Context: an optimization exercise on an open-source flow, tuned for small area. The choices shown serve that exercise and are no tape-out recipe.
RTL that was checked went through simulation tests only; none was proved equivalent to the original.
Only the layout flow was run in run 5; the RTL was not checked for function there.
No activity file was given, so power comes from the tool's default toggle rates.

==> flow/flow/run.sh <==
#!/bin/bash
# Layout flow: the standard synthesis, then the combinational logic of the
# synthesized netlist is mapped again with a stronger ABC script (registers
# are kept as they are), then the standard layout steps.
set -euo pipefail
W=$PWD
FD=$W/flow
R=$W/orfs/results/$FLOW_PLATFORM/lcd_top/base
LIB=$FLOW_HOME/platforms/$FLOW_PLATFORM/lib/sky130_fd_sc_hd__tt_025C_1v80.lib
YOSYS=$FLOW_HOME/../tools/install/yosys/bin/yosys
[ -x "$YOSYS" ] || YOSYS=yosys

# 1. standard synthesis
bash standard.sh synth > $W/flow_synth.log 2>&1

# 2. remap the combinational logic
cp $R/1_2_yosys.v $W/synth_standard.v
SEQ=$(grep -o "sky130_fd_sc_hd__[a-z0-9_]*" $W/synth_standard.v | sort -u | grep -E "__(df|edf|sdf|dl|conb)" | tr '\n' ' ')
sed "s#@LIB@#$LIB#g; s#@SEQ@#$SEQ#g; s#@IN@#$W/synth_standard.v#g; s#@OUT@#$W/synth_remapped.v#g; s#@ABC@#$FD/remap.abc#g" \
  $FD/remap.ys > $W/remap.ys
ok=0
if $YOSYS -s $W/remap.ys > $W/yosys_remap.log 2>&1; then
  sed "s#@LIB@#$LIB#g; s#@GOLD@#$W/synth_standard.v#g; s#@GATE@#$W/synth_remapped.v#g" $FD/equiv.ys > $W/equiv.ys
  if $YOSYS -s $W/equiv.ys > $W/yosys_equiv.log 2>&1; then ok=1; fi
fi
if [ $ok = 1 ]; then
  cp $W/synth_remapped.v $R/1_2_yosys.v
  rm -f $R/1_synth.odb $R/1_synth.sdc
  echo "remapped netlist in use" > $W/remap_status.txt
else
  echo "remap failed; standard netlist in use" > $W/remap_status.txt
fi

# 3. standard layout steps
bash standard.sh "BUFFER_PORTS_ARGS=-buffer_cell sky130_fd_sc_hd__buf_1" \
  "CTS_ARGS=$(cat $FD/cts_args.txt)" finish > $W/flow_layout.log 2>&1
==> flow/flow/cts_args.txt <==
-sink_clustering_enable -repair_clock_nets -dont_use_dummy_load -sink_clustering_size 16 -sink_clustering_max_diameter 80 -buf_list sky130_fd_sc_hd__clkbuf_8
==> flow/flow/equiv.ys <==
read_liberty -ignore_miss_func @LIB@
read_verilog -sv @GOLD@
rename lcd_top gold
read_verilog -sv @GATE@
rename lcd_top gate
flatten gold gate
opt_clean
async2sync
equiv_make gold gate eq
hierarchy -top eq
equiv_simple -seq 2
equiv_induct
equiv_status -assert
==> flow/flow/remap.abc <==
strash; &get -n; &deepsyn -T 20; &dch -f; &nf -a -R 1000; &put; topo
==> flow/flow/remap.ys <==
read_liberty -ignore_miss_func @LIB@
blackbox @SEQ@
read_verilog -sv @IN@
hierarchy -top lcd_top
flatten
opt_clean
abc -liberty @LIB@ -dont_use *lpflow* -dont_use *probe* -script @ABC@
opt_clean -purge
stat -liberty @LIB@
write_verilog -noattr -noexpr -nohex -nodec @OUT@
==> flow/standard.sh <==
#!/bin/bash
# synth_recipe.tcl (not shown) runs the flow's synth.tcl, then flattens the netlist and writes it again
# the make line also repeats each setting of config.mk as NAME=value (left out here)
make -C /OpenROAD-flow-scripts/flow DESIGN_CONFIG=/design/flow/config.mk WORK_HOME=/design/flow/orfs CLKGATE_MAP_FILE= SYNTH_SCRIPT=/design/flow/synth_recipe.tcl "${@:-finish}"
==> flow/config.mk <==
export PLATFORM = sky130hd
export DESIGN_NAME = lcd_top
export DESIGN_NICKNAME = lcd_top
export VERILOG_FILES = /design/flow/design.v
export SDC_FILE = /design/flow/constraint.sdc
export NUM_CORES = 4
export LEC_CHECK = 0
export ABC_AREA = 1
export CAP_MARGIN = 0
export CORE_MARGIN = 2
export CORE_UTILIZATION = 60
export SLEW_MARGIN = 0
==> flow/constraint.sdc <==
create_clock -name core_clock -period 20.0 [get_ports {clk}]
set_input_delay 4.0000 -clock core_clock [delete_from_list [all_inputs] [get_ports {clk}]]
set_output_delay 4.0000 -clock core_clock [all_outputs]
set_load 0.01 [all_outputs]
==> flow/design.v <==
`timescale 1ns / 1ps
module lcd_controller(
    input clk,
    input rst,
    input en,
    input [6:0] code,
    output reg [7:4] DB,
    output reg LCD_E,
    output reg LCD_RS,
    output LCD_RW,
    output reg busy
    );
  assign LCD_RW = 1'b0;
  wire wr;
  wire rd;
  reg [223:0] ring;
  wire [6:0] rlast = ring[223:217];
  reg [4:0] eh, et;
  wire rempty = (eh == et);
  reg [20:0] pend;
  reg [1:0] pq;
  reg [6:0] pend_old;
  always @ (*)
    case (pq)
      2'd2: pend_old = pend[13:7];
      2'd3: pend_old = pend[20:14];
      default: pend_old = pend[6:0];
    endcase
  reg [6:0] bc;
  reg bv;        
  reg bcmd;      
  wire [4:0] rcount = eh - et;
  wire empty = rempty && !bv && (pq == 2'd0);
  wire full = ((rcount + {4'b0, bv} + {3'b0, pq}) == 5'd31);
  assign wr = en && !full;
  wire bc_busy;
  wire bsp91 = !bc[6] && bc[5] && !bc[4] && bc[0];           
  wire bspD0 = bc[6] && !bc[5] && (bc[4:0] == 5'd0);         
  wire bc_cmd = (!bc[6] && !bc[5]) || bsp91 || bspD0;
  wire fetch_ok = !bc_busy && !bv;
  wire s_valid = (pq != 2'd0) || wr;
  wire [6:0] s_val = (pq != 2'd0) ? pend_old : code;
  wire f_ring = fetch_ok && !rempty && (eh == 5'd0);
  wire f_src = fetch_ok && rempty && s_valid;
  wire ins = s_valid && !f_src && (et == 5'd0);
  wire s_taken = f_src || ins;
  wire pop = s_taken && (pq != 2'd0);
  wire push = wr && !(s_taken && (pq == 2'd0));
  always @ (posedge clk)
    ring <= {ring[216:0], ins ? s_val : rlast};
  always @ (posedge clk, posedge rst)
    if (rst) begin
      eh <= 5'd0;
      et <= 5'd0;
      pq <= 2'd0;
      bv <= 1'b0;
      bcmd <= 1'b0;
    end
    else begin
      if (!(ins || rempty)) et <= et + 5'd1;
      if (!(f_ring || (rempty && !ins))) eh <= eh + 5'd1;
      pq <= pq - {1'b0, pop} + {1'b0, push};
      bv <= (bv && !rd) || f_ring || f_src;
      if (rd) bcmd <= bc_cmd;
    end
  always @ (posedge clk)
    if (push)
      pend <= {pend[13:0], code};
  always @ (posedge clk)
    if (f_ring)
      bc <= rlast;
    else if (f_src)
      bc <= s_val;
  wire [3:0] bdhi = (!bc[6] && !bc[5]) ? {1'b1, bc[4], 2'b00} :
                    bsp91 ? 4'b1001 :
                    bspD0 ? 4'b1101 :
                    {1'b0, bc[6:4]};
  localparam P_IDLE     = 5'd0;
  localparam P_15MS     = 5'd1;
  localparam P_ONE      = 5'd2;
  localparam P_TWO      = 5'd3;
  localparam P_THREE    = 5'd4;
  localparam P_FOUR     = 5'd5;
  localparam P_FIVE     = 5'd6;
  localparam P_SIX      = 5'd7;
  localparam P_SEVEN    = 5'd8;
  localparam P_EIGHT    = 5'd9;
  localparam P_PDONE    = 5'd10;
  localparam P_ONESEC   = 5'd11;
  localparam P_DONEINIT = 5'd12;
  localparam P_NIDLE    = 5'd13;
  localparam P_NREAD    = 5'd15;
  localparam P_FUNCSET  = 5'd16;
  localparam P_ENTRY    = 5'd17;
  localparam P_DISPLAY  = 5'd18;
  localparam P_CLEAR    = 5'd19;
  localparam P_ADDR     = 5'd20;
  localparam P_CHL      = 5'd21;
  localparam P_CHC      = 5'd22;
  localparam P_CHD1     = 5'd23;
  localparam P_CHSP     = 5'd24;
  localparam P_CHR      = 5'd25;
  localparam P_CHE      = 5'd26;
  localparam P_CHA      = 5'd27;
  localparam P_CHD2     = 5'd28;
  localparam P_CHY      = 5'd29;
  localparam P_CLRRDY   = 5'd30;
  localparam P_NWRITE   = 5'd31;
  localparam T_INIT  = 4'b0000;
  localparam T_HS    = 4'b0001;
  localparam T_HH    = 4'b0011;
  localparam T_ONEUS = 4'b0010;
  localparam T_LS    = 4'b0101;
  localparam T_LH    = 4'b0111;
  localparam T_40US  = 4'b0110;
  localparam T_CHP   = 4'b0100;
  localparam T_DONE  = 4'b1000;
  reg [4:0] P;
  reg [3:0] T;
  reg [19:0] cnt;
  wire c11     = &(cnt | ~20'd11);
  wire c1      = cnt[0];
  wire c49     = &(cnt | ~20'd49);
  wire c1999   = &(cnt | ~20'd1999);
  wire c4999   = &(cnt | ~20'd4999);
  wire c81999  = &(cnt | ~20'd81999);
  wire c204999 = &(cnt | ~20'd204999);
  wire c499999 = &(cnt | ~20'd499999);
  wire c749999 = &(cnt | ~20'd749999);
  reg pterm;
  always @ (*)
    case (P)
      P_15MS: pterm = c749999;
      P_ONE, P_THREE, P_FIVE, P_SEVEN: pterm = c11;
      P_TWO: pterm = c204999;
      P_FOUR: pterm = c4999;
      P_SIX, P_EIGHT: pterm = c1999;
      P_ONESEC: pterm = c499999;
      default: pterm = 1'b0;
    endcase
  reg tterm;
  always @ (*)
    case (T)
      T_HS, T_LS: tterm = c1;
      T_HH, T_LH: tterm = c11;
      T_ONEUS: tterm = c49;
      T_40US: tterm = c1999;
      T_CHP: tterm = c81999;
      default: tterm = 1'b0;
    endcase
  wire pcount = ((P >= P_15MS) && (P <= P_EIGHT)) || (P == P_ONESEC);
  wire tcount = (T[2:0] != 3'b000);
  always @ (posedge clk)
    if (!rst && ((pcount && !pterm) || (tcount && !tterm)))
      cnt <= cnt + 20'd1;
    else
      cnt <= 0;
  wire tdone = T[3];
  wire tx_init = P[4] || (P == P_NREAD);
  wire clear_home = (P == P_CLEAR) || (P == P_CLRRDY);
  always @ (posedge clk, posedge rst)
    if (rst)
      T <= T_INIT;
    else
      case (T)
        T_INIT: if (tx_init) T <= T_HS;
        T_HS: if (tterm) T <= T_HH;
        T_HH: if (tterm) T <= T_ONEUS;
        T_ONEUS: if (tterm) T <= T_LS;
        T_LS: if (tterm) T <= T_LH;
        T_LH: if (tterm) T <= T_40US;
        T_40US: if (tterm) T <= clear_home ? T_CHP : T_DONE;
        T_CHP: if (tterm) T <= T_DONE;
        default: T <= T_INIT;
      endcase
  assign rd = (P == P_NREAD);
  assign bc_busy = (P == P_NREAD) ||
    ((P == P_NWRITE) && ((T == T_HS) || (T == T_HH) || (T == T_ONEUS) || (T == T_LS) || (T == T_LH)));
  always @ (posedge clk, posedge rst)
    if (rst)
      P <= P_IDLE;
    else
      case (P)
        P_IDLE: P <= P_15MS;
        P_15MS, P_ONE, P_TWO, P_THREE, P_FOUR, P_FIVE, P_SIX, P_SEVEN, P_EIGHT:
          if (pterm) P <= P + 5'd1;
        P_PDONE: P <= P_FUNCSET;
        P_CHY: if (tdone) P <= P_ONESEC;
        P_ONESEC: if (pterm) P <= P_CLRRDY;
        P_CLRRDY: if (tdone) P <= P_DONEINIT;
        P_DONEINIT: P <= P_NIDLE;
        P_NIDLE: if (!empty) P <= P_NREAD;
        P_NREAD: P <= P_NWRITE;
        P_NWRITE: if (tdone) P <= P_NIDLE;
        default: if (tdone) P <= P + 5'd1;    
      endcase
  reg [7:0] data_init;
  always @ (*)
    case (P)
      P_FUNCSET: data_init = 8'h28;
      P_ENTRY: data_init = 8'h06;
      P_DISPLAY: data_init = 8'h0D;
      P_CLEAR, P_CLRRDY: data_init = 8'h01;
      P_ADDR: data_init = 8'h80;
      P_CHL: data_init = 8'h4C;
      P_CHC: data_init = 8'h43;
      P_CHD1: data_init = 8'h44;
      P_CHSP: data_init = 8'h20;
      P_CHR: data_init = 8'h72;
      P_CHE: data_init = 8'h65;
      P_CHA: data_init = 8'h61;
      P_CHD2: data_init = 8'h64;
      P_CHY: data_init = 8'h79;
      default: data_init = 8'h00;
    endcase
  wire normal = (P == P_NIDLE) || (P == P_NREAD) || (P == P_NWRITE);
  wire [3:0] nib_hi = normal ? bdhi : data_init[7:4];
  wire [3:0] nib_lo = normal ? bc[3:0] : data_init[3:0];
  always @ (*) begin
    if ((P == P_ONE) || (P == P_THREE) || (P == P_FIVE))
      DB = 4'h3;
    else if (P == P_SEVEN)
      DB = 4'h2;
    else if ((T == T_HS) || (T == T_HH))
      DB = nib_hi;
    else if ((T == T_LS) || (T == T_LH))
      DB = nib_lo;
    else
      DB = 4'h0;
  end
  always @ (*)
    LCD_E = (P == P_ONE) || (P == P_THREE) || (P == P_FIVE) || (P == P_SEVEN) ||
            (T == T_HH) || (T == T_LH);
  always @ (*)
    LCD_RS = ((P >= P_CHL) && (P <= P_CHY)) ||
             (((P == P_NREAD) || (P == P_NWRITE)) && !bcmd);
  always @ (*)
    busy = (P != P_DONEINIT) && (!normal || full);
endmodule
`timescale 1ns / 1ps
module snaptest(
  input clk,
  input rst,
  input busy,
  input PS2_CLK,
  input PS2_DATA,
  output reg en,
  output [6:0] entry,
  output reg [7:0] LED
  );
  reg ncv, ndv;           
  reg [2:0] ncr, ndr;     
  reg nps2cf, nps2df;     
  wire ps2cf = !nps2cf;
  wire ps2df = !nps2df;
  always @ (posedge clk, posedge rst)
    if (rst) begin
      ncv <= 1'b0;
      ncr <= 3'd0;
      nps2cf <= 1'b0;
    end
    else begin
      if (ncr == 3'd0) nps2cf <= ncv;
      if (PS2_CLK == ncv) ncr <= 3'd7;
      else if (ncr != 3'd0) ncr <= ncr - 3'd1;
      ncv <= !PS2_CLK;
    end
  always @ (posedge clk, posedge rst)
    if (rst) begin
      ndv <= 1'b0;
      ndr <= 3'd0;
      nps2df <= 1'b0;
    end
    else begin
      if (ndr == 3'd0) nps2df <= ndv;
      if (PS2_DATA == ndv) ndr <= 3'd7;
      else if (ndr != 3'd0) ndr <= ndr - 3'd1;
      ndv <= !PS2_DATA;
    end
  localparam IDLE      = 5'd0;
  localparam WTCLKLO1  = 5'd4;
  localparam SHIFT1_IN = 5'd5;
  localparam WTCLKHI1  = 5'd6;
  localparam GETKEY1   = 5'd7;
  localparam WTCLKLO2  = 5'd8;
  localparam SHIFT2_IN = 5'd9;
  localparam WTCLKHI2  = 5'd10;
  localparam GETKEY2   = 5'd11;
  localparam WTCLKLO3  = 5'd12;
  localparam SHIFT3_IN = 5'd13;
  localparam WTCLKHI3  = 5'd14;
  localparam GETKEY3   = 5'd15;
  localparam WTCLKLO2A = 5'd24;    
  localparam BREAKEY   = 5'd16;
  localparam SENDDATA  = 5'd17;
  localparam SENDASCII = 5'd18;
  localparam SENDBACKSPACE = 5'd19;
  localparam SENDARROWKEY  = 5'd20;
  localparam SENDCAPSLOCK  = 5'd21;
  reg [4:0] state;
  reg [3:0] bit_count;
  reg [7:0] sh;
  reg kv3_58;    
  always @ (posedge clk, posedge rst)
    if (rst)
      state <= IDLE;
    else
      case (state)
        IDLE:
          if (!ps2df) state <= WTCLKLO1;
        WTCLKLO1:
          if (!ps2cf) state <= SHIFT1_IN;
          else if (bit_count == 4'd11) state <= GETKEY1;
        SHIFT1_IN: state <= WTCLKHI1;
        WTCLKHI1:
          if (ps2cf) state <= WTCLKLO1;
        GETKEY1: state <= WTCLKLO2A;
        WTCLKLO2A, WTCLKLO2:
          if (!ps2cf) state <= SHIFT2_IN;
          else if (bit_count == 4'd11) state <= GETKEY2;
          else state <= WTCLKLO2;
        SHIFT2_IN: state <= WTCLKHI2;
        WTCLKHI2:
          if (ps2cf) state <= WTCLKLO2;
        GETKEY2: state <= BREAKEY;
        BREAKEY:
          if (sh == 8'hF0)
            state <= WTCLKLO3;
          else if (LED == 8'hE0)
            state <= WTCLKLO1;
          else if ((LED == 8'hF0) && ((sh == 8'h12) || (sh == 8'h59)))
            state <= IDLE;
          else
            state <= WTCLKLO2;
        WTCLKLO3:
          if (!ps2cf) state <= SHIFT3_IN;
          else if (bit_count == 4'd11) state <= GETKEY3;
        SHIFT3_IN: state <= WTCLKHI3;
        WTCLKHI3:
          if (ps2cf) state <= WTCLKLO3;
        GETKEY3: state <= SENDDATA;
        SENDDATA:
          case (sh)
            8'h66: state <= SENDBACKSPACE;
            8'h75, 8'h6B, 8'h72, 8'h74: state <= SENDARROWKEY;
            8'h12, 8'h59: state <= IDLE;
            8'h58: state <= SENDCAPSLOCK;
            default: state <= SENDASCII;
          endcase
        SENDASCII:
          if (LED == 8'h12) state <= WTCLKLO2;
          else state <= IDLE;
        default: state <= IDLE;
      endcase
  wire hi_st = (state == WTCLKHI1) || (state == WTCLKHI2) || (state == WTCLKHI3);
  wire get_st = (state == GETKEY1) || (state == GETKEY2) || (state == GETKEY3);
  wire shift_st = (state == SHIFT1_IN) || (state == SHIFT2_IN) || (state == SHIFT3_IN);
  always @ (posedge clk)
    if (rst || get_st)
      bit_count <= 0;
    else if (hi_st && ps2cf)
      bit_count <= bit_count + 4'd1;
  always @ (posedge clk)
    if (shift_st && (bit_count != 4'd0) && (bit_count <= 4'd8))
      sh <= {ps2df, sh[7:1]};
  always @ (posedge clk, posedge rst)
    if (rst)
      LED <= 0;
    else if (state == WTCLKLO2A)
      LED <= sh;
  always @ (posedge clk, posedge rst)
    if (rst)
      kv3_58 <= 1'b0;
    else if (state == GETKEY3)
      kv3_58 <= (sh == 8'h58);
  reg caps;    
  always @ (posedge clk, posedge rst)
    if (rst)
      caps <= 1'b0;
    else if (state == SENDCAPSLOCK)
      caps <= ~caps;
  wire shift_held = (LED == 8'h12) || (LED == 8'h59);
  wire upper = caps ^ shift_held;
  reg [4:0] letter;
  reg [6:0] ascii_next;
  always @ (*) begin
    letter = 5'd0;
    case (sh)
      8'h1C: letter = 5'd1;
      8'h32: letter = 5'd2;
      8'h21: letter = 5'd3;
      8'h23: letter = 5'd4;
      8'h24: letter = 5'd5;
      8'h2B: letter = 5'd6;
      8'h34: letter = 5'd7;
      8'h33: letter = 5'd8;
      8'h43: letter = 5'd9;
      8'h3B: letter = 5'd10;
      8'h42: letter = 5'd11;
      8'h4B: letter = 5'd12;
      8'h3A: letter = 5'd13;
      8'h31: letter = 5'd14;
      8'h44: letter = 5'd15;
      8'h4D: letter = 5'd16;
      8'h15: letter = 5'd17;
      8'h2D: letter = 5'd18;
      8'h1B: letter = 5'd19;
      8'h2C: letter = 5'd20;
      8'h3C: letter = 5'd21;
      8'h2A: letter = 5'd22;
      8'h1D: letter = 5'd23;
      8'h22: letter = 5'd24;
      8'h35: letter = 5'd25;
      8'h1A: letter = 5'd26;
      default: letter = 5'd0;
    endcase
    case (sh)
      8'h45, 8'h70: ascii_next = 7'h30;
      8'h16, 8'h69: ascii_next = 7'h31;
      8'h1E, 8'h72: ascii_next = 7'h32;
      8'h26, 8'h7A: ascii_next = 7'h33;
      8'h25, 8'h6B: ascii_next = 7'h34;
      8'h2E, 8'h73: ascii_next = 7'h35;
      8'h36, 8'h74: ascii_next = 7'h36;
      8'h3D, 8'h6C: ascii_next = 7'h37;
      8'h3E, 8'h75: ascii_next = 7'h38;
      8'h46, 8'h7D: ascii_next = 7'h39;
      8'h29: ascii_next = 7'h20;
      default:
        if (letter != 5'd0) ascii_next = {1'b1, ~upper, letter};
        else ascii_next = 7'h41;
    endcase
  end
  localparam S_IDLE      = 4'd0;
  localparam S_2         = 4'd1;
  localparam S_ASCII     = 4'd2;
  localparam S_WRASCII1  = 4'd3;
  localparam S_WRASCII2  = 4'd4;
  localparam S_WRASCII3  = 4'd5;
  localparam S_CNT16     = 4'd6;
  localparam S_CNT32     = 4'd7;
  localparam S_BACKSPACE = 4'd8;
  localparam S_MOVEA     = 4'd9;     
  localparam S_WRSPACE   = 4'd10;
  localparam S_MOVEB     = 4'd11;    
  localparam S_ARROWKEY  = 4'd12;
  localparam S_ARWUPDOWN = 4'd13;
  localparam S_ARWLEFT   = 4'd14;
  localparam S_ARWRIGHT  = 4'd15;
  reg [3:0] dstate;
  reg [6:0] code;
  reg [5:0] char_count;
  always @ (posedge clk, posedge rst)
    if (rst)
      dstate <= S_IDLE;
    else
      case (dstate)
        S_IDLE:
          if (!kv3_58) begin
            if (char_count == 6'd32)
              dstate <= S_CNT32;
            else if (!busy && (state == SENDDATA))
              dstate <= S_2;
          end
        S_2:
          if (state == SENDBACKSPACE)
            dstate <= S_BACKSPACE;
          else if (state == SENDASCII)
            dstate <= S_ASCII;
          else if (state == SENDARROWKEY)
            dstate <= S_ARROWKEY;
        S_ASCII:
          if (char_count == 6'd16)
            dstate <= S_CNT16;
          else
            dstate <= S_WRASCII1;
        S_WRASCII1: dstate <= S_WRASCII2;
        S_WRASCII2:
          if (!busy) dstate <= S_WRASCII3;
        S_WRASCII3: dstate <= S_IDLE;
        S_CNT16: dstate <= S_WRASCII1;
        S_CNT32: dstate <= S_IDLE;
        S_BACKSPACE: dstate <= S_MOVEA;
        S_MOVEA: dstate <= S_WRSPACE;
        S_WRSPACE: dstate <= S_MOVEB;
        S_MOVEB: dstate <= S_IDLE;
        S_ARROWKEY:
          case (sh[1:0])
            2'b01, 2'b10: dstate <= S_ARWUPDOWN;
            2'b11: dstate <= S_ARWLEFT;
            default: dstate <= S_ARWRIGHT;
          endcase
        default: dstate <= S_IDLE;
      endcase
  wire [4:0] cc_dec = char_count[4:0] - 5'd1;
  wire [4:0] cc_inc = char_count[4:0] + 5'd1;
  wire cc_16 = (char_count == 6'd16);
  always @ (posedge clk)
    case (dstate)
      S_CNT32: code <= 7'h00;
      S_MOVEA, S_MOVEB, S_ARWLEFT: code <= {2'b00, cc_dec};
      S_WRSPACE: code <= 7'h20;
      S_ARWUPDOWN:
        if (cc_16) code <= 7'h40;
        else code <= {2'b00, ~char_count[4], char_count[3:0]};
      S_ARWRIGHT:
        if (cc_16) code <= 7'h21;
        else code <= {2'b00, cc_inc};
      S_WRASCII3, S_CNT16: ;
      default:
        if (state == SENDASCII) code <= ascii_next;
    endcase
  assign entry = (dstate == S_WRASCII1) ? 7'h10 : code;
  always @ (posedge clk)
    if (rst)
      en <= 0;
    else
      case (dstate)
        S_WRASCII3, S_CNT16, S_CNT32, S_MOVEA, S_WRSPACE, S_MOVEB,
        S_ARWUPDOWN, S_ARWLEFT, S_ARWRIGHT:
          en <= 1'b1;
        default:
          en <= 1'b0;
      endcase
  always @ (posedge clk, posedge rst)
    if (rst)
      char_count <= 0;
    else
      case (dstate)
        S_WRASCII3: char_count <= char_count + 6'd1;
        S_CNT32: char_count <= 0;
        S_MOVEB, S_ARWLEFT: char_count <= {1'b0, cc_dec};
        S_ARWUPDOWN:
          if (cc_16) char_count <= 6'd32;
          else char_count <= {1'b0, ~char_count[4], char_count[3:0]};
        S_ARWRIGHT: char_count <= {1'b0, cc_inc};
        default: ;
      endcase
endmodule
`timescale 1ns / 1ps
module lcd_top(
  input clk,
  input rst,
  input PS2_CLK,
  input PS2_DATA,
  output [7:4] DB,
  output LCD_E,
  output LCD_RS,
  output LCD_RW,
  output [7:0] LED
  );
  wire busy;
  wire en;
  wire [6:0] code;
  snaptest LD1 (
    .clk(clk),
    .rst(rst),
    .busy(busy),
    .PS2_CLK(PS2_CLK),
    .PS2_DATA(PS2_DATA),
    .en(en),
    .entry(code),
    .LED(LED)
    );
  lcd_controller LC1 (
    .clk(clk),
    .rst(rst),
    .en(en),
    .code(code),
    .DB(DB),
    .LCD_E(LCD_E),
    .LCD_RS(LCD_RS),
    .LCD_RW(LCD_RW),
    .busy(busy)
    );
endmodule
==> results.yml, run 1 <==
status:
  status: "timing/DRC/antenna clean"
worst_setup_path:
  reg2reg_from: "LD1.state[3]"
  crit_path_max_incr_delay_ns: 0.57
  cp-start-kind: "register"
  rrSetupSlack_ns: 16.73
  cp-end-kind: "output pin"
  path_cells: "clkinv_1 -> nor2_1 -> nor2_1 -> o21ai_0 -> a21oi_1 -> a311oi_1 -> o21ai_0 -> buf_1"
  path_max_fanout: 12
  critical_path_class: "register to output pin"
  crit_required_ns: 16.00
  arrival_ns: 2.60
  slowest_stage: "dfrtp_1"
  r2r_cells: 13
sta:
  fmax_ghz: 0.151
  finalSetupTns_ns: 0
  finClkSkew_ns: 0.0370
  worst_slack_ns: 13.40
  setup_viol: 0
  period_share_pct: 33.0
  tightest_slew_ns: 1.16
  maxSlewHeadroom_pct: 22.8
  grt_setup_unrepaired: "false"
  finalMaxSlewViolations: 0
  min_period_ns: 6.60
  hold_viol: 0
cts:
  clock_sinks: 355
  cts-buffers-inserted: 26
  clk_path_buf_depth: 3
  cts_setup_buffers: 0
  tritoncts: "yes"
  clk_latency_ns: 0.55
  cts-hold-fix-buffers: 0
  path_clk_slew_ns: 0.09
  htree_levels: 1
  cts.repair.resized: 0
  clock-root-buffer: "clkbuf_8"
detailed_routing:
  dr.pass1.iters: 5
  vias_per_cell: 5.62
  vias: 7541
  wl_um: 21300
  ant_nets: 0
  drtIter0Drc: 430
  drc: 0
  post_drt_wl_per_cell_um: 15.9
run:
  cap_viol_max_count: 0
layout:
  fillers: 1555
  final_cell_mix: "dfxtp_1 (254), nor2_1 (108), nand2_1 (92)"
  drive_above_1_share_pct: 2.88
  regArea_mm2: 0.00783
  areaGrowthSynthToFinish_pct: 6.66
  multi_input_area_mm2: 0.00377
  layout.cells.most_common: "dfxtp_1"
  final_util_pct: 64.6
  fin_nets: 1083
  antenna_cells: 0
  final_cell_count_no_fill: 1342
global_routing:
  overflow: 0
  grt_max_degree: 61
  antenna_found_initial: 0
  grt_pass1_wl_um: 35300
  grt_pass1_vias: 7156
  grt.total_usage_pct: 21.2
placement:
  numPortBuffers: 17
  dp_cells: 1316
  routabilityCongestion: 0.879
  dp_slack_ns: 13.96
  dpl.hpwl_um: 14400
power:
  swShare_pct: 25.3
  intPower_mw: 0.983
  ir_drop_mv: 0.0890
  p_comb_share_pct: 11.3
  power_density_mw_per_mm2: 106
  leakagePower_nw: 4.71
  clock_power_share_pct: 24.0
  switchingPower_mw: 0.333
  seqPwrFrac_pct: 64.7
min_path:
  hold_class: "register to register"
  worstHoldEndpoint: "LC1.ring[107]"
  min_from: "LC1.ring[100]"
  min_path_cells: 0
floorplanning:
  core_mm2: 0.0193
  die_area_mm2: 0.0206
  die_h_um: 143
  die_w_um: 143
  start_util_pct: 60.6
  num_rows: 51
  io_pins: 19
yosys:
  netlist_instances: 1032
  synth_fp_nets: 1036
  synth.cell_area_mm2: 0.0117
  yosys_warnings: 2
  synth.avg_cell_area_um2: 11.3
[sequential cells by signal (all words and copies together) (netlist names), 6 cells and up, named ones only]
name,flops
LD1.code,7
LC1.cnt,20
LC1.bc,7
LD1.char_count,6
LC1.pend,21
LD1.LED,8
LC1.ring,224
LD1.sh,8
[worst max-delay path: cells and delay by family (launching register included)]
family                 cells  cell delay (ns)
AOI/OAI and AO/OA          4             0.54
buffers and inverters      2             0.40
DFF                        1             0.57
and+or+nand+nor            2             0.57
[per-stage QoR]
step                cell area, um2  power [mW]  hold WS (ns)
floorplan                    11700       0.970         0.310
global placement             12100        1.01         0.310
detailed placement           12100        1.02         0.312
CTS                          12400        1.33         0.319
global route                 12400        1.38         0.327
finish                       12400        1.32         0.311
[power by group through the flow]
stage	sequential (mW)	combinational, mW	clock (mW)
after CTS	0.853	0.150	0.329
final	0.851	0.149	0.316
after global placement	0.866	0.147	0
after detailed placement	0.867	0.149	0
after global routing	0.863	0.167	0.353
after floorplan	0.854	0.116	0
[worst max-delay path by stage]
| stage | start | endpoint | cells after the start |
|---|---|---|---|
| after floorplan | rst | LC1.cnt[10] | 3 |
| after global placement | LC1.P[4] | DB[4] | 8 |
| after detailed placement | LC1.P[4] | DB[4] | 8 |
| after CTS | LC1.P[4] | DB[4] | 8 |
| after global routing | LC1.P[4] | DB[4] | 8 |
| final | LC1.P[4] | DB[4] | 8 |
[routing by layer]
metal	up-vias	track usage (%)	wire [um]	share of wire (%)
met3	43	2.87	972	4.6
li1	3756	-	-	-
met5	-	0	0	0
met4	0	6.66	636	3.0
met1	3516	29.5	10000	47
met2	226	34.7	9670	45
[final cells by class]
| cell class | instances | share of cell area, % |
|---|---|---|
| flip-flops and latches | 355 | 62.9 |
| inverters | 22 | 0.664 |
| clock buffers | 26 | 2.88 |
| well taps | 265 | 2.66 |
| repair buffers | 19 | 0.633 |
| multi-input cells | 655 | 30.3 |
==> inputs of run 2 (changes only) <==
--- a/flow/design.v
+++ b/flow/design.v
@@ -18,19 +18,14 @@
   reg [4:0] eh, et;
   wire rempty = (eh == et);
-  reg [20:0] pend;
+  reg [13:0] pend;
   reg [1:0] pq;
-  reg [6:0] pend_old;
-  always @ (*)
-    case (pq)
-      2'd2: pend_old = pend[13:7];
-      2'd3: pend_old = pend[20:14];
-      default: pend_old = pend[6:0];
-    endcase
+  reg dup;
+  wire [6:0] pend_old = (pq == 2'd2) ? pend[13:7] : pend[6:0];
   reg [6:0] bc;
   reg bv;        
   reg bcmd;      
   wire [4:0] rcount = eh - et;
-  wire empty = rempty && !bv && (pq == 2'd0);
-  wire full = ((rcount + {4'b0, bv} + {3'b0, pq}) == 5'd31);
+  wire empty = rempty && !bv && (pq == 2'd0) && !dup;
+  wire full = ((rcount + {4'b0, bv} + {3'b0, pq} + {4'b0, dup}) == 5'd31);
   assign wr = en && !full;
   wire bc_busy;
@@ -39,6 +34,6 @@
   wire bc_cmd = (!bc[6] && !bc[5]) || bsp91 || bspD0;
   wire fetch_ok = !bc_busy && !bv;
-  wire s_valid = (pq != 2'd0) || wr;
-  wire [6:0] s_val = (pq != 2'd0) ? pend_old : code;
+  wire s_valid = (pq != 2'd0) || dup || wr;
+  wire [6:0] s_val = (pq != 2'd0) ? pend_old : dup ? pend[13:7] : code;
   wire f_ring = fetch_ok && !rempty && (eh == 5'd0);
   wire f_src = fetch_ok && rempty && s_valid;
@@ -46,5 +41,7 @@
   wire s_taken = f_src || ins;
   wire pop = s_taken && (pq != 2'd0);
-  wire push = wr && !(s_taken && (pq == 2'd0));
+  wire undup = s_taken && (pq == 2'd0) && dup;
+  wire push = wr && !(s_taken && (pq == 2'd0) && !dup);
+  wire set_dup = push && (pq == 2'd2) && !pop;
   always @ (posedge clk)
     ring <= {ring[216:0], ins ? s_val : rlast};
@@ -54,4 +51,5 @@
       et <= 5'd0;
       pq <= 2'd0;
+      dup <= 1'b0;
       bv <= 1'b0;
       bcmd <= 1'b0;
@@ -60,11 +58,13 @@
       if (!(ins || rempty)) et <= et + 5'd1;
       if (!(f_ring || (rempty && !ins))) eh <= eh + 5'd1;
-      pq <= pq - {1'b0, pop} + {1'b0, push};
+      if (set_dup) dup <= 1'b1;
+      else if (undup) dup <= 1'b0;
+      if (!set_dup) pq <= pq - {1'b0, pop} + {1'b0, push};
       bv <= (bv && !rd) || f_ring || f_src;
       if (rd) bcmd <= bc_cmd;
     end
   always @ (posedge clk)
-    if (push)
-      pend <= {pend[13:0], code};
+    if (push && !set_dup)
+      pend <= {pend[6:0], code};
   always @ (posedge clk)
     if (f_ring)
==> flow/flow/cts_args.txt (replaced) <==
-sink_clustering_enable -repair_clock_nets -dont_use_dummy_load -sink_clustering_size 16 -sink_clustering_max_diameter 80 -buf_list {sky130_fd_sc_hd__clkbuf_4 sky130_fd_sc_hd__clkbuf_8}
==> results.yml, run 2 <==
worst_setup_path:
  path_cells: "and2_0 -> nand2_1 -> nor2_1 -> o21ai_0 -> nand2_1 -> o21ai_0 -> nor2_1 -> buf_1"
  cp-start-kind: "register"
  slowest_stage: "dfrtp_1"
  arrival_ns: 2.91
  path_max_fanout: 17
  crit_path_max_incr_delay_ns: 0.67
  crit_required_ns: 16.00
  critPathBufInv: 1
  critical_path_class: "register to output pin"
  crit_family: "simple AND/OR/NAND/NOR gates"
  cp-end-kind: "output pin"
  rrSetupSlack_ns: 16.31
cts:
  clock-root-buffer: "clkbuf_8"
  clk_latency_ns: 0.55
  htree_levels: 1
  cts_setup_buffers: 0
  cts-hold-fix-buffers: 0
  cts-buffers-inserted: 25
  clock_sinks: 349
  cts.repair.resized: 0
  clk_path_buf_depth: 3
  path_clk_slew_ns: 0.09
  tritoncts: "yes"
layout:
  reg_top3: "LC1.ring x224, LC1.cnt x20, LC1.pend x14"
  drive_above_1_share_pct: 2.57
  fin_nets: 1097
  final_util_pct: 65.1
  regArea_mm2: 0.00764
  antenna_cells: 0
  areaGrowthSynthToFinish_pct: 6.24
  largest_register_ff_count: 224
  final_cell_count_no_fill: 1325
  layout.cells.most_common: "dfxtp_1"
  final_cell_mix: "dfxtp_1 (254), nor2_1 (129), nand2_1 (119)"
  regMostFlops: "LC1.ring"
  multi_input_area_mm2: 0.00374
  fillers: 1506
sta:
  fmax_ghz: 0.145
  tightest_slew_ns: 0.864
  maxSlewHeadroom_pct: 42.4
  hold_viol: 0
  finalSetupTns_ns: 0
  period_share_pct: 34.6
  grt_setup_unrepaired: "false"
  finClkSkew_ns: 0.0143
  finalMaxSlewViolations: 0
  min_period_ns: 6.91
  setup_viol: 0
floorplanning:
  io_pins: 19
  die_h_um: 142
  die_area_mm2: 0.0202
  start_util_pct: 61.3
  die_w_um: 142
  num_rows: 50
  core_mm2: 0.0187
yosys:
  netlist_instances: 1047
  yosys_warnings: 2
  synth_fp_nets: 1051
  synth.avg_cell_area_um2: 10.9
  synth.cell_area_mm2: 0.0115
min_path:
  hold_class: "register to register"
global_routing:
  overflow: 0
  grt_max_degree: 60
  grt_pass1_wl_um: 34500
  grt.total_usage_pct: 20.9
  grt_pass1_vias: 7121
  antenna_found_initial: 0
run:
  cap_viol_max_count: 0
placement:
  numPortBuffers: 17
  routabilityCongestion: 0.907
  dp_cells: 1300
  dpl.hpwl_um: 14200
power:
  leakagePower_nw: 4.75
  power_density_mw_per_mm2: 87.7
  ir_drop_mv: 0.0823
detailed_routing:
  dr.pass1.iters: 5
  wl_um: 20600
  vias_per_cell: 5.71
  post_drt_wl_per_cell_um: 15.6
  drc: 0
  drtIter0Drc: 446
  vias: 7569
  ant_nets: 0
status:
  status: "timing/DRC/antenna clean"
==> run 2: changes by cell type in the layout (fill, tap and decap cells not counted), sizes merged, moves of 6 or more <==
cell / before / now
and3: 12 / 18
edfxtp: 43 / 36
mux2: 28 / 21
nand2: 92 / 119
nand2b: 24 / 18
nand3: 35 / 42
nand4: 12 / 5
nor2: 108 / 129
nor3: 49 / 40
o21ai: 41 / 48
or2: 11 / 2
==> run 2: per-layer routing <==
metal	track usage, %	part of all wire, %	up-vias
met3	2.73	4.6	41
met2	33.3	45	206
met4	6.00	2.1	0
li1	-	-	3780
met1	30.2	48	3542
met5	0	0	-
==> run 2: final cells by class <==
cell class,instances,area share [%]
repair buffers,19,0.647
inverters,20,0.617
multi-input cells,678,30.7
flip-flops and latches,349,62.8
well taps,234,2.40
clock buffers,25,2.83
==> run 2: path summary, 6_finish.rpt <==
path | end | depth (start not counted) | startpoint
max | DB[6] | 8 | LC1.P[2]
min | LC1.ring[126] | 0 | LC1.ring[119]
max reg2reg | LC1.pend[9] | 8 | LC1.P[2]
min reg2reg | LC1.ring[126] | 0 | LC1.ring[119]
max in group asynchronous | LD1.ncr[1] | 3 | rst
min in group asynchronous | LC1.T[0] | 3 | rst
==> run 2: metrics by stage <==
stage                     hold WS (ns)  instance area [um2]  worst slack (ns)  power [mW]
after floorplan                  0.310                11500             13.43       0.770
after global placement           0.309                11800             13.75       0.781
after detailed placement         0.312                11800             13.70       0.781
after CTS                        0.320                12200             13.08        1.08
after global routing             0.328                12200             12.75        1.11
final                            0.319                12200             13.09        1.07
==> run 2: power by group <==
group          leakage (nW)  internal, mW  switching, mW
clock network         0.180         0.112          0.191
registers              3.15         0.716         0.0123
logic                  1.42        0.0142         0.0232
==> run 2: worst reg2reg max path, delay by kind of cell, from the launching register on <==
| family | cells | cell delay [ns] |
|---|---|---|
| compound gates | 2 | 0.61 |
| flops | 1 | 0.67 |
| simple gates | 6 | 2.03 |
==> inputs of run 3 (changes only) <==
==> flow/flow/cts_args.txt (replaced) <==
-sink_clustering_enable -repair_clock_nets -dont_use_dummy_load -sink_clustering_size 20 -sink_clustering_max_diameter 90 -buf_list sky130_fd_sc_hd__clkbuf_8
==> results.yml, run 3 <==
layout:
  fillers: 1498
  fin_area_mm2: 0.0121
  fin_nets: 1093
  final_cell_mix: "dfxtp_1 (254), nor2_1 (129), nand2_1 (119)"
  reg_top3: "LC1.ring x224, LC1.cnt x20, LC1.pend x14"
  drive_above_1_share_pct: 2.21
  antenna_cells: 0
  layout.cells.most_common: "dfxtp_1"
  regMostFlops: "LC1.ring"
  regArea_mm2: 0.00764
  areaGrowthSynthToFinish_pct: 5.76
  largest_register_ff_count: 224
  multi_input_area_mm2: 0.00374
global_routing:
  overflow: 0
  grt_max_degree: 60
  grt_pass1_vias: 7088
  antenna_found_initial: 0
  grt_pass1_wl_um: 34400
  grt.total_usage_pct: 20.9
floorplanning:
  io_pins: 19
  num_rows: 50
  die_w_um: 142
  die_area_mm2: 0.0202
  start_util_pct: 61.3
  core_mm2: 0.0187
  die_h_um: 142
power:
  seqPwrFrac_pct: 69.5
  leakagePower_nw: 4.72
  p_comb_share_pct: 3.6
  ir_drop_mv: 0.0753
  switchingPower_mw: 0.223
  swShare_pct: 21.2
  intPower_mw: 0.825
  clock_power_share_pct: 26.9
  power_density_mw_per_mm2: 86.4
sta:
  min_period_ns: 6.94
  finalMaxSlewViolations: 0
  hold_viol: 0
  finClkSkew_ns: 0.0254
  finalSetupTns_ns: 0
  setup_viol: 0
  grt_setup_unrepaired: "false"
  maxSlewHeadroom_pct: 43.3
  fmax_ghz: 0.144
  tightest_slew_ns: 0.851
  period_share_pct: 34.7
cts:
  cts-hold-fix-buffers: 0
  path_clk_slew_ns: 0.11
  clock-root-buffer: "clkbuf_8"
  cts-buffers-inserted: 21
  clock_sinks: 349
  clk_latency_ns: 0.55
  clk_path_buf_depth: 3
  cts.repair.resized: 0
  cts_setup_buffers: 0
  tritoncts: "yes"
  htree_levels: 1
placement:
  routabilityCongestion: 0.907
  dpl.hpwl_um: 14200
  placed_area_mm2: 0.0118
  numPortBuffers: 17
worst_setup_path:
  path_max_fanout: 17
  cp-start-kind: "register"
  cp-startpoint: "LC1.P[2]"
  crit_required_ns: 16.00
  arrival_ns: 2.94
  reg2reg_from: "LC1.P[2]"
  cp-end-kind: "output pin"
  critical_path_class: "register to output pin"
yosys:
  yosys_warnings: 2
  synth.avg_cell_area_um2: 10.9
  netlist_instances: 1047
  synth.cell_area_mm2: 0.0115
  synth_fp_nets: 1051
detailed_routing:
  vias_per_cell: 5.72
  post_drt_wl_per_cell_um: 15.6
  dr.pass1.iters: 5
  ant_nets: 0
  vias: 7554
  drtIter0Drc: 464
  drc: 0
  wl_um: 20600
status:
  status: "timing/DRC/antenna clean"
min_path:
  hold_class: "register to register"
  min_from: "LC1.ring[82]"
run:
  cap_viol_max_count: 0
==> run 3: cell type report <==
type                    instances  share of cell area [%]
repair buffers                 19                   0.650
inverters                      20                   0.619
flip-flops and latches        349                    63.0
well taps                     234                    2.42
multi-input cells             678                    30.9
clock buffers                  21                    2.38
==> run 3: stage by stage <==
step	setup slack (ns)	power [mW]	utilization [%]	hold slack (ns)	instances
after global routing	12.74	1.09	64.8	0.324	1321
after detailed placement	13.70	0.781	63.3	0.312	1300
after floorplan	13.43	0.770	-	0.310	1047
after CTS	13.08	1.06	64.8	0.312	1321
after global placement	13.75	0.781	63.3	0.309	1300
final	13.06	1.05	64.8	0.308	1321
==> run 3: worst paths after layout <==
| kind | cells past startpoint | endpoint | slack, ns |
|---|---|---|---|
| worst min register to register | 0 | LC1.ring[89] | 0.31 |
| worst max-delay path | 8 | DB[6] | 13.06 |
| worst min-delay path | 0 | LC1.ring[89] | 0.31 |
| worst max register to register | 8 | LC1.pend[8] | 16.31 |
| min in group asynchronous | 3 | LC1.eh[4] | 3.86 |
| max in group asynchronous | 3 | LC1.P[3] | 15.64 |
==> run 3: critical path, cell delays in order, from the launching register on <==
cell and delay, ns:
dfrtp_1 0.68, and2_0 0.49, nand2_1 0.17, nor2_1 0.45, o21ai_0 0.17, nand2_1 0.09
o21ai_0 0.07, nor2_1 0.11, buf_1 0.15
==> run 3: routing by layer <==
metal,GRT usage [%],wire length (um)
met1,30.2,9760
met2,33.3,9400
met3,2.93,1000
met4,5.74,485
met5,0,0
==> run 3: power groups by stage <==
stage / sequential, mW / clock, mW / combinational, mW
2_1_floorplan: 0.741 / 0 / 0.0293
3_3_place_gp: 0.743 / 0 / 0.0371
3_5_place_dp: 0.744 / 0 / 0.0375
4_1_cts: 0.728 / 0.295 / 0.0376
5_1_grt: 0.730 / 0.319 / 0.0429
6_report: 0.728 / 0.282 / 0.0374
==> inputs of run 4 (changes only) <==
==> flow/flow/cts_args.txt (replaced) <==
-sink_clustering_enable -repair_clock_nets -dont_use_dummy_load -sink_clustering_size 16 -sink_clustering_max_diameter 80 -buf_list sky130_fd_sc_hd__clkbuf_8
==> flow/flow/remap.abc (replaced) <==
strash; &get -n; &deepsyn -I 2 -T 100; &dch -f; &nf -a -R 1000; &put; topo
==> results.yml, run 4 <==
status:
  status: "timing/DRC/antenna clean"
cts:
  path_clk_slew_ns: 0.09
  cts-buffers-inserted: 25
  clock_sinks: 349
  clk_latency_ns: 0.55
  clock-root-buffer: "clkbuf_8"
  clk_path_buf_depth: 3
  tritoncts: "yes"
  cts.repair.resized: 0
  cts-hold-fix-buffers: 0
  cts_setup_buffers: 0
  htree_levels: 1
sta:
  tightest_slew_ns: 1.14
  hold_viol: 0
  min_period_ns: 6.43
  period_share_pct: 32.2
  fmax_ghz: 0.155
  worst_slack_ns: 13.57
  maxSlewHeadroom_pct: 23.5
  finalMaxSlewViolations: 0
  finalSetupTns_ns: 0
  setup_viol: 0
  whs_ns: 0.318
  grt_setup_unrepaired: "false"
  finClkSkew_ns: 0.0240
layout:
  largest_register_ff_count: 224
  drive_above_1_share_pct: 2.70
  final_cell_count_no_fill: 1307
  antenna_cells: 0
  fin_nets: 1079
  final_util_pct: 65.1
  reg_top3: "LC1.ring x224, LC1.cnt x20, LC1.pend x14"
  final_cell_mix: "dfxtp_1 (254), nor2_1 (110), nand2_1 (91)"
  fillers: 1470
  layout.cells.most_common: "dfxtp_1"
  regMostFlops: "LC1.ring"
  areaGrowthSynthToFinish_pct: 6.29
floorplanning:
  die_h_um: 142
  start_util_pct: 61.2
  num_rows: 50
  die_w_um: 142
  io_pins: 19
  core_mm2: 0.0187
  die_area_mm2: 0.0202
detailed_routing:
  vias: 7410
  drtIter0Drc: 447
  wl_um: 20600
  ant_nets: 0
  dr.pass1.iters: 6
  vias_per_cell: 5.67
  drc: 0
  post_drt_wl_per_cell_um: 15.8
placement:
  dp_slack_ns: 14.14
  routabilityCongestion: 0.891
  numPortBuffers: 17
  dp_cells: 1282
  dpl.hpwl_um: 13800
worst_setup_path:
  setup.worst_path.end: "DB[7]"
  cp-start-kind: "register"
  arrival_ns: 2.43
  critical_path_class: "register to output pin"
  crit_required_ns: 16.00
  cp-startpoint: "LC1.P[0]"
  reg2reg_from: "LD1.state[2]"
  rrSetupSlack_ns: 15.91
  r2r_cells: 13
  path_max_fanout: 21
  cp-end-kind: "output pin"
global_routing:
  antenna_found_initial: 0
  grt.total_usage_pct: 21.0
  overflow: 0
  grt_pass1_vias: 7028
  grt_max_degree: 62
  grt_pass1_wl_um: 34500
yosys:
  synth_fp_nets: 1033
  netlist_instances: 1029
  synth.cell_area_mm2: 0.0114
  yosys_warnings: 2
  synth.avg_cell_area_um2: 11.1
power:
  ir_drop_mv: 0.0894
  power_density_mw_per_mm2: 87.8
  leakagePower_nw: 4.70
run:
  cap_viol_max_count: 0
min_path:
  min_path_cells: 0
  hold_class: "register to register"
run 4: how the worst min path moves through the flow:
stage,start,to
CTS,LC1.ring[0],LC1.ring[7]
floorplan,LC1.ring[93],LC1.ring[100]
finish,LC1.ring[0],LC1.ring[7]
detailed placement,LC1.ring[158],LC1.ring[165]
global route,LC1.ring[6],LC1.ring[13]
global placement,LC1.ring[89],LC1.ring[96]
run 4: report_power, final:
part / switching, mW / internal, mW / total [mW]
clock: 0.192 / 0.112 / 0.305
sequential: 0.0117 / 0.715 / 0.727
combinational: 0.0216 / 0.0157 / 0.0374
run 4: per-layer routing:
metal,share of wire (%),global-route usage [%],vias to the layer above
li1,-,-,3742
met1,49,30.8,3477
met2,44,33.2,163
met3,4.6,2.76,28
met4,1.8,5.37,0
met5,0,0,-
run 4: layout make-up:
type / instances / area [um2] / area share, %
clock buffer: 25 / 344 / 2.83
inverter: 21 / 78.8 / 0.648
multi-input combinational: 659 / 3730 / 30.7
sequential: 349 / 7640 / 62.8
tap: 234 / 293 / 2.41
timing repair buffer: 19 / 78.8 / 0.648
run 4: critical path, stage by stage (launching register included):
cell	delay, ns
dfrtp_1	0.73
o21ai_0	0.25
a21oi_1	0.27
a41oi_1	0.15
a311oi_1	0.31
buf_1	0.18
run 4: per-stage QoR:
stage | total power [mW] | cell area (um2)
2_1_floorplan | 0.769 | 11400
3_3_place_gp | 0.780 | 11800
3_5_place_dp | 0.780 | 11800
4_1_cts | 1.08 | 12200
5_1_grt | 1.11 | 12200
6_report | 1.07 | 12200
==> inputs of run 5 (changes only) <==
--- a/flow/design.v
+++ b/flow/design.v
@@ -14,6 +14,6 @@
   wire wr;
   wire rd;
-  reg [223:0] ring;
-  wire [6:0] rlast = ring[223:217];
+  reg [216:0] ring;
+  wire [6:0] rlast = ring[216:210];
   reg [4:0] eh, et;
   wire rempty = (eh == et);
@@ -25,5 +25,6 @@
   reg bv;        
   reg bcmd;      
-  wire [4:0] rcount = eh - et;
+  wire [4:0] rdiff = eh - et;
+  wire [4:0] rcount = (eh >= et) ? rdiff : rdiff - 5'd1;    
   wire empty = rempty && !bv && (pq == 2'd0) && !dup;
   wire full = ((rcount + {4'b0, bv} + {3'b0, pq} + {4'b0, dup}) == 5'd31);
@@ -38,5 +39,5 @@
   wire f_ring = fetch_ok && !rempty && (eh == 5'd0);
   wire f_src = fetch_ok && rempty && s_valid;
-  wire ins = s_valid && !f_src && (et == 5'd0);
+  wire ins = s_valid && !f_src && (et == 5'd0) && (rcount != 5'd30);
   wire s_taken = f_src || ins;
   wire pop = s_taken && (pq != 2'd0);
@@ -45,5 +46,5 @@
   wire set_dup = push && (pq == 2'd2) && !pop;
   always @ (posedge clk)
-    ring <= {ring[216:0], ins ? s_val : rlast};
+    ring <= {ring[209:0], ins ? s_val : rlast};
   always @ (posedge clk, posedge rst)
     if (rst) begin
@@ -56,6 +57,6 @@
     end
     else begin
-      if (!(ins || rempty)) et <= et + 5'd1;
-      if (!(f_ring || (rempty && !ins))) eh <= eh + 5'd1;
+      if (!(ins || rempty)) et <= (et == 5'd30) ? 5'd0 : et + 5'd1;
+      if (!(f_ring || (rempty && !ins))) eh <= (eh == 5'd30) ? 5'd0 : eh + 5'd1;
       if (set_dup) dup <= 1'b1;
       else if (undup) dup <= 1'b0;
==> results.yml, run 5 <==
power:
  ir_drop_mv: 0.0994
  power_density_mw_per_mm2: 108
  leakagePower_nw: 4.68
  power_mw: 1.30
floorplanning:
  die_w_um: 142
  io_pins: 19
  core_mm2: 0.0186
  die_area_mm2: 0.0200
  start_util_pct: 60.9
  die_h_um: 142
  num_rows: 50
global_routing:
  grt_pass1_wl_um: 34500
  grt.total_usage_pct: 21.1
  grt_max_degree: 62
  overflow: 0
  antenna_found_initial: 0
  grt_pass1_vias: 7003
min_path:
  min_path_cells: 0
  hold_class: "register to register"
layout:
  final_cell_mix: "dfxtp_1 (247), nor2_1 (124), nand2_1 (98)"
  areaGrowthSynthToFinish_pct: 6.35
  regArea_mm2: 0.00750
  multi_input_area_mm2: 0.00376
  regMostFlops: "LC1.ring"
  antenna_cells: 0
  reg_top3: "LC1.ring x217, LC1.cnt x20, LC1.pend x14"
  drive_above_1_share_pct: 2.67
  fillers: 1527
  final_util_pct: 64.8
  final_cell_count_no_fill: 1321
  fin_nets: 1093
  layout.cells.most_common: "dfxtp_1"
  largest_register_ff_count: 217
sta:
  finClkSkew_ns: 0.0265
  finalSetupTns_ns: 0
  tightest_slew_ns: 1.13
  finalMaxSlewViolations: 0
  maxSlewHeadroom_pct: 23.8
  setup_viol: 0
  min_period_ns: 6.40
  whs_ns: 0.311
  grt_setup_unrepaired: "false"
  hold_viol: 0
  fmax_ghz: 0.156
  period_share_pct: 32.0
cts:
  clock-root-buffer: "clkbuf_8"
  cts.repair.resized: 0
  tritoncts: "yes"
  cts-buffers-inserted: 25
  clock_sinks: 342
  cts_setup_buffers: 0
  path_clk_slew_ns: 0.09
  clk_path_buf_depth: 3
  clk_latency_ns: 0.55
  htree_levels: 1
  cts-hold-fix-buffers: 0
worst_setup_path:
  r2r_cells: 15
  critical_path_class: "register to output pin"
  cp-end-kind: "output pin"
  cp-startpoint: "LC1.P[0]"
  reg2reg_from: "LD1.state[2]"
  setup.worst_path.end: "DB[4]"
  arrival_ns: 2.40
  rrSetupSlack_ns: 16.16
  path_max_fanout: 20
  crit_required_ns: 16.00
  cp-start-kind: "register"
yosys:
  synth.avg_cell_area_um2: 10.9
  yosys_warnings: 2
  synth_fp_nets: 1047
  netlist_instances: 1043
  synth.cell_area_mm2: 0.0114
placement:
  dp_cells: 1296
  dpl.hpwl_um: 14000
  numPortBuffers: 17
  routabilityCongestion: 0.906
detailed_routing:
  post_drt_wl_per_cell_um: 15.7
  ant_nets: 0
  vias: 7440
  wl_um: 20800
  vias_per_cell: 5.63
  drc: 0
  dr.pass1.iters: 5
  drtIter0Drc: 466
status:
  status: "timing/DRC/antenna clean"
run:
  cap_viol_max_count: 0
## run 5: worst min-delay path by stage
stage,slack [ns],from,endpoint
2_1_floorplan,0.31,LC1.ring[93],LC1.ring[100]
3_3_place_gp,0.31,LC1.ring[187],LC1.ring[194]
3_5_place_dp,0.31,LC1.ring[178],LC1.ring[185]
4_1_cts,0.31,LC1.ring[187],LC1.ring[194]
5_1_grt,0.31,LC1.ring[4],LC1.ring[11]
6_report,0.31,LC1.ring[187],LC1.ring[194]
## run 5: power breakdown
| part | switching (mW) | internal (mW) | total, mW |
|---|---|---|---|
| Clock | 0.193 | 0.112 | 0.305 |
| Sequential | 0.0527 | 0.789 | 0.842 |
| Combinational | 0.0833 | 0.0683 | 0.152 |
## run 5: final cells by class
cell class | instances | area share (%)
Sequential cell | 342 | 62.1
Multi-Input combinational cell | 676 | 31.2
Clock buffer | 25 | 2.85
Tap cell | 234 | 2.42
Inverter | 25 | 0.777
Timing Repair Buffer | 19 | 0.653
## run 5: critical path: stages (launching register included)
cell	delay, ns
dfrtp_1	0.71
or2_0	0.31
nor2_1	0.10
a211o_1	0.38
o21ai_0	0.20
buf_1	0.18
## run 5: metal layers
metal	track usage (%)	up-vias	wire length (um)
li1	-	3755	-
met1	30.4	3459	9950
met2	33.8	190	9440
met3	3.34	36	976
met4	5.79	0	436
met5	0	-	0
## run 5: stage by stage
step           setup slack (ns)  area [um2]
5_1_grt                   13.43       12100
4_1_cts                   13.62       12100
2_1_floorplan             13.41       11400
3_5_place_dp              14.02       11700
6_report                  13.60       12100
3_3_place_gp              14.07       11700
==> inputs of run 6 (changes only) <==
--- a/flow/design.v
+++ b/flow/design.v
@@ -120,13 +120,13 @@
   reg [3:0] T;
   reg [19:0] cnt;
-  wire c11     = &(cnt | ~20'd11);
-  wire c1      = cnt[0];
-  wire c49     = &(cnt | ~20'd49);
-  wire c1999   = &(cnt | ~20'd1999);
-  wire c4999   = &(cnt | ~20'd4999);
-  wire c81999  = &(cnt | ~20'd81999);
-  wire c204999 = &(cnt | ~20'd204999);
-  wire c499999 = &(cnt | ~20'd499999);
-  wire c749999 = &(cnt | ~20'd749999);
+  wire c1      = ((cnt & 20'h00001) == 20'h00001);    
+  wire c11     = ((cnt & 20'h00400) == 20'h00400);    
+  wire c49     = ((cnt & 20'h09300) == 20'h08100);    
+  wire c1999   = ((cnt & 20'h1F8A0) == 20'h0B820);    
+  wire c4999   = ((cnt & 20'h320BE) == 20'h0002A);    
+  wire c81999  = ((cnt & 20'h9F3F7) == 20'h82170);    
+  wire c204999 = ((cnt & 20'hFDF3F) == 20'hB8D15);    
+  wire c499999 = ((cnt & 20'hFFEDF) == 20'h5928A);    
+  wire c749999 = ((cnt & 20'hDFFFF) == 20'h15248);    
   reg pterm;
   always @ (*)
@@ -154,5 +154,5 @@
   always @ (posedge clk)
     if (!rst && ((pcount && !pterm) || (tcount && !tterm)))
-      cnt <= cnt + 20'd1;
+      cnt <= {cnt[18:0], ~(cnt[19] ^ cnt[16])};
     else
       cnt <= 0;
==> results.yml, run 6 <==
global_routing:
  antenna_found_initial: 0
  grt_max_degree: 60
  grt_pass1_vias: 6940
  overflow: 0
  grt.total_usage_pct: 21.2
  grt_pass1_wl_um: 34700
layout:
  fin_nets: 1047
  areaGrowthSynthToFinish_pct: 6.30
  layout.cells.most_common: "dfxtp_1"
  largest_register_ff_count: 217
  antenna_cells: 0
  fillers: 1467
  drive_above_1_share_pct: 2.69
  final_cell_mix: "dfxtp_1 (247), nor2_1 (104), nand2_1 (76)"
  reg_top3: "LC1.ring x217, LC1.cnt x20, LC1.pend x14"
  multi_input_area_mm2: 0.00372
  regArea_mm2: 0.00750
  regMostFlops: "LC1.ring"
yosys:
  synth.avg_cell_area_um2: 11.3
  synth.cell_area_mm2: 0.0113
  netlist_instances: 998
  synth_fp_nets: 1002
  yosys_warnings: 2
detailed_routing:
  vias: 7351
  top_layer: "met4"
  wl_um: 20400
  ant_nets: 0
  dr.pass1.iters: 5
  drtIter0Drc: 429
  post_drt_wl_per_cell_um: 16.0
  drc: 0
  met3_length_um: 909
  vias_per_cell: 5.77
  wl_met2_um: 8870
  wirelength_met1_um: 10000
worst_setup_path:
  cp-end-kind: "output pin"
  reg2reg_from: "LC1.et[0]"
  rr_endpoint: "LC1.pend[6]"
  cp-start-kind: "register"
  critical_path_class: "register to output pin"
  crit_required_ns: 16.00
  arrival_ns: 2.46
  path_max_fanout: 16
  r2r_cells: 12
  rrSetupSlack_ns: 15.39
cts:
  clk_latency_ns: 0.55
  clk_path_buf_depth: 3
  path_clk_slew_ns: 0.10
  cts-buffers-inserted: 25
  cts.repair.resized: 0
  cts-hold-fix-buffers: 0
  cts_setup_buffers: 0
  clock_sinks: 342
  htree_levels: 1
  tritoncts: "yes"
  clock-root-buffer: "clkbuf_8"
floorplanning:
  die_w_um: 141
  io_pins: 19
  num_rows: 50
  start_util_pct: 60.9
  die_h_um: 141
  die_area_mm2: 0.0200
  core_mm2: 0.0186
sta:
  grt_setup_unrepaired: "false"
  min_period_ns: 6.46
  setup_viol: 0
  finalMaxSlewViolations: 0
  hold_viol: 0
  maxSlewHeadroom_pct: 25.0
  fmax_ghz: 0.155
  worst_slack_ns: 13.54
  period_share_pct: 32.3
  finClkSkew_ns: 0.0298
  tightest_slew_ns: 1.13
  finalSetupTns_ns: 0
placement:
  numPortBuffers: 17
  dp_slack_ns: 14.14
  routabilityCongestion: 0.864
  dpl.hpwl_um: 13600
power:
  power_density_mw_per_mm2: 87.3
  leakagePower_nw: 4.66
  ir_drop_mv: 0.0815
run:
  cap_viol_max_count: 0
min_path:
  min_path_cells: 0
  min_from: "LC1.ring[163]"
  hold_class: "register to register"
  worstHoldEndpoint: "LC1.ring[170]"
status:
  status: "timing/DRC/antenna clean"
[run 6: critical path: stages, from the launching register on]
cell and delay (ns):
dfrtp_1 0.57, nand2_1 0.19, nor2_1 0.07, a2111oi_0 0.53, nand2_1 0.20, o22ai_1 0.18
buf_1 0.17
[run 6: layout make-up]
class	instances	share of cell area, %
clock buffer	25	2.86
inverter	26	0.811
multi-input combinational	630	30.9
sequential	342	62.4
tap	234	2.43
timing repair buffer	18	0.593
[run 6: power breakdown]
part	internal, mW	switching (mW)	leakage [nW]
combinational	0.0143	0.0211	1.38
clock	0.112	0.190	0.180
sequential	0.701	0.0116	3.10
[run 6: metal layers]
| layer | global-route usage [%] | vias up |
|---|---|---|
| li1 | - | 3630 |
| met1 | 32.0 | 3502 |
| met3 | 3.21 | 43 |
| met5 | 0 | - |
| met2 | 31.9 | 176 |
| met4 | 6.79 | 0 |
[run 6: worst max-delay path by stage]
| stage | cells after the start | to | from | slack [ns] |
|---|---|---|---|---|
| 5_1_grt | 6 | DB[4] | LC1.P[1] | 13.33 |
| 3_3_place_gp | 5 | DB[4] | LC1.P[3] | 14.11 |
| 6_report | 6 | DB[4] | LC1.P[1] | 13.54 |
| 4_1_cts | 7 | DB[4] | LC1.bc[1] | 13.53 |
| 2_1_floorplan | 3 | LD1.bit_count[2] | rst | 13.89 |
| 3_5_place_dp | 5 | DB[4] | LC1.P[3] | 14.14 |
[run 6: stage by stage]
step / utilization [%] / hold WS (ns) / instances / power (mW) / area (um2)
final: 64.7 / 0.317 / 1275 / 1.05 / 12000
after global routing: 64.7 / 0.309 / 1275 / 1.09 / 12000
after CTS: 64.7 / 0.307 / 1275 / 1.06 / 12000
after detailed placement: 62.9 / 0.312 / 1250 / 0.763 / 11700
after global placement: 62.9 / 0.310 / 1250 / 0.762 / 11700
after floorplan: - / 0.310 / 998 / 0.753 / 11300
==> inputs of run 7 (changes only) <==
==> flow/flow/cts_args.txt (replaced) <==
-sink_clustering_enable -repair_clock_nets -dont_use_dummy_load -sink_clustering_size 18 -sink_clustering_max_diameter 90 -buf_list sky130_fd_sc_hd__clkbuf_8
==> results.yml, run 7 <==
status:
  status: "timing/DRC/antenna clean"
yosys:
  synth.cell_area_mm2: 0.0113
  synth_fp_nets: 1002
  yosys_warnings: 2
  synth.avg_cell_area_um2: 11.3
  netlist_instances: 998
sta:
  hold_viol: 0
  grt_setup_unrepaired: "false"
  finClkSkew_ns: 0.0254
  whs_ns: 0.324
  maxSlewHeadroom_pct: 24.1
  finalSetupTns_ns: 0
  finalMaxSlewViolations: 0
  min_period_ns: 6.44
  tightest_slew_ns: 1.14
  period_share_pct: 32.2
  worst_slack_ns: 13.56
  setup_viol: 0
  fmax_ghz: 0.155
global_routing:
  grt.total_usage_pct: 20.9
  grt_max_degree: 60
  antenna_found_initial: 0
  grt_pass1_wl_um: 34400
  overflow: 0
  grt_pass1_vias: 6883
cts:
  clk_path_buf_depth: 3
  clock-root-buffer: "clkbuf_8"
  htree_levels: 1
  clk_latency_ns: 0.53
  cts-hold-fix-buffers: 0
  cts_setup_buffers: 0
  path_clk_slew_ns: 0.10
  tritoncts: "yes"
  cts.repair.resized: 0
  cts-buffers-inserted: 23
  clock_sinks: 342
layout:
  reg_top3: "LC1.ring x217, LC1.cnt x20, LC1.pend x14"
  fin_nets: 1045
  antenna_cells: 0
  drive_above_1_share_pct: 2.50
  layout.cells.most_common: "dfxtp_1"
  regMostFlops: "LC1.ring"
  areaGrowthSynthToFinish_pct: 6.06
  final_cell_mix: "dfxtp_1 (247), nor2_1 (104), nand2_1 (76)"
  final_cell_count_no_fill: 1273
  largest_register_ff_count: 217
placement:
  numPortBuffers: 17
  routabilityCongestion: 0.864
  dpl.hpwl_um: 13600
  dp_cells: 1250
  dp_slack_ns: 14.14
run:
  cap_viol_max_count: 0
power:
  leakagePower_nw: 4.64
  ir_drop_mv: 0.0786
  power_density_mw_per_mm2: 86.6
  power_mw: 1.04
worst_setup_path:
  critical_path_class: "register to output pin"
  arrival_ns: 2.44
  cp-start-kind: "register"
  cp-end-kind: "output pin"
  crit_required_ns: 16.00
  path_max_fanout: 14
detailed_routing:
  drtIter0Drc: 385
  ant_nets: 0
  post_drt_wl_per_cell_um: 15.9
  wl_um: 20300
  vias: 7349
  drc: 0
  vias_per_cell: 5.77
  dr.pass1.iters: 5
floorplanning:
  start_util_pct: 60.9
  die_h_um: 141
  io_pins: 19
  die_w_um: 141
  num_rows: 50
  die_area_mm2: 0.0200
  core_mm2: 0.0186
min_path:
  hold_class: "register to register"
==> run 7: cell type report <==
type | count | area, um2
multi-input cells | 630 | 3720
inverters | 26 | 97.6
clock buffers | 23 | 317
well taps | 234 | 293
fillers | 1468 | 6580
flip-flops and latches | 342 | 7500
repair buffers | 18 | 71.3
==> run 7: where the power goes <==
part	switching, mW	internal, mW	total (mW)
Sequential	0.0116	0.701	0.713
Combinational	0.0210	0.0143	0.0353
Clock	0.187	0.104	0.291
==> run 7: worst max-delay path: stages (launching register included) <==
cell and delay [ns]:
dfrtp_1 0.54, and2_0 0.37, a2111oi_0 0.47, nand2_1 0.20
o22ai_1 0.18, buf_1 0.17
==> run 7: per-stage QoR <==
stage | area, um2 | utilization, %
after floorplan | 11300 | -
after global routing | 12000 | 64.6
after detailed placement | 11700 | 62.9
after CTS | 12000 | 64.6
final | 12000 | 64.6
after global placement | 11700 | 62.9
==> run 7: layer usage <==
metal / GRT usage, % / wire [um] / vias to the layer above / share of wire, %
met5: 0 / 0 / - / 0
met4: 5.84 / 560 / 0 / 2.8
met3: 2.77 / 947 / 38 / 4.7
met2: 31.7 / 8720 / 181 / 43
met1: 32.0 / 10100 / 3495 / 50
li1: - / - / 3635 / -
==> run 7: worst paths after layout <==
check	from	to	slack (ns)	cells after the start
max	LC1.P[3]	DB[4]	13.56	5
min	LC1.ring[187]	LC1.ring[194]	0.32	0
min reg2reg	LC1.ring[187]	LC1.ring[194]	0.32	0
max reg2reg	LC1.et[0]	LC1.pend[6]	15.35	12
max in group asynchronous	rst	LD1.ndv	15.67	3
min in group asynchronous	rst	LD1.char_count[4]	3.81	3

[what the ideal ports hide]
The results above use ideal ports. As a check the final layouts listed here were re-extracted and re-timed, cells and wires unchanged.
Step 1: set_driving_cell puts a clkbuf_16 on clk and a buf_2 on each other input, an assumption about the parent block.
Step 2 adds t to the input delays and takes it off the output delays; t is the mean of the earliest and latest rising clock arrival at the registers after step 1. Input paths then give back, and output paths get back, about the clock's delay inside the block.
Slacks: no drivers / after step 1 / after step 2; pairs: no drivers / after step 1.
run | shift t [ns] | slack for setup (ns) | worst setup path after step 2 | latest minus earliest clock arrival (ns) | slew at the worst register clock pin (ns)
run 1 | 0.575 | 13.398 / 13.358 / 13.933 | register to output | 0.039 / 0.039 | 0.11 / 0.11
run 2 | 0.583 | 13.085 / 13.041 / 13.624 | register to output | 0.017 / 0.017 | 0.10 / 0.10
run 3 | 0.574 | 13.063 / 13.023 / 13.596 | register to output | 0.027 / 0.027 | 0.12 / 0.12
run 4 | 0.579 | 13.568 / 13.529 / 14.107 | register to output | 0.024 / 0.025 | 0.10 / 0.10
run 5 | 0.574 | 13.604 / 13.565 / 14.107 | input to register | 0.028 / 0.028 | 0.10 / 0.10
run 6 | 0.578 | 13.544 / 13.503 / 14.080 | register to output | 0.031 / 0.031 | 0.10 / 0.10
run 7 | 0.564 | 13.560 / 13.520 / 14.084 | register to output | 0.029 / 0.029 | 0.11 / 0.11
After both steps setup and hold are still met in every run listed.
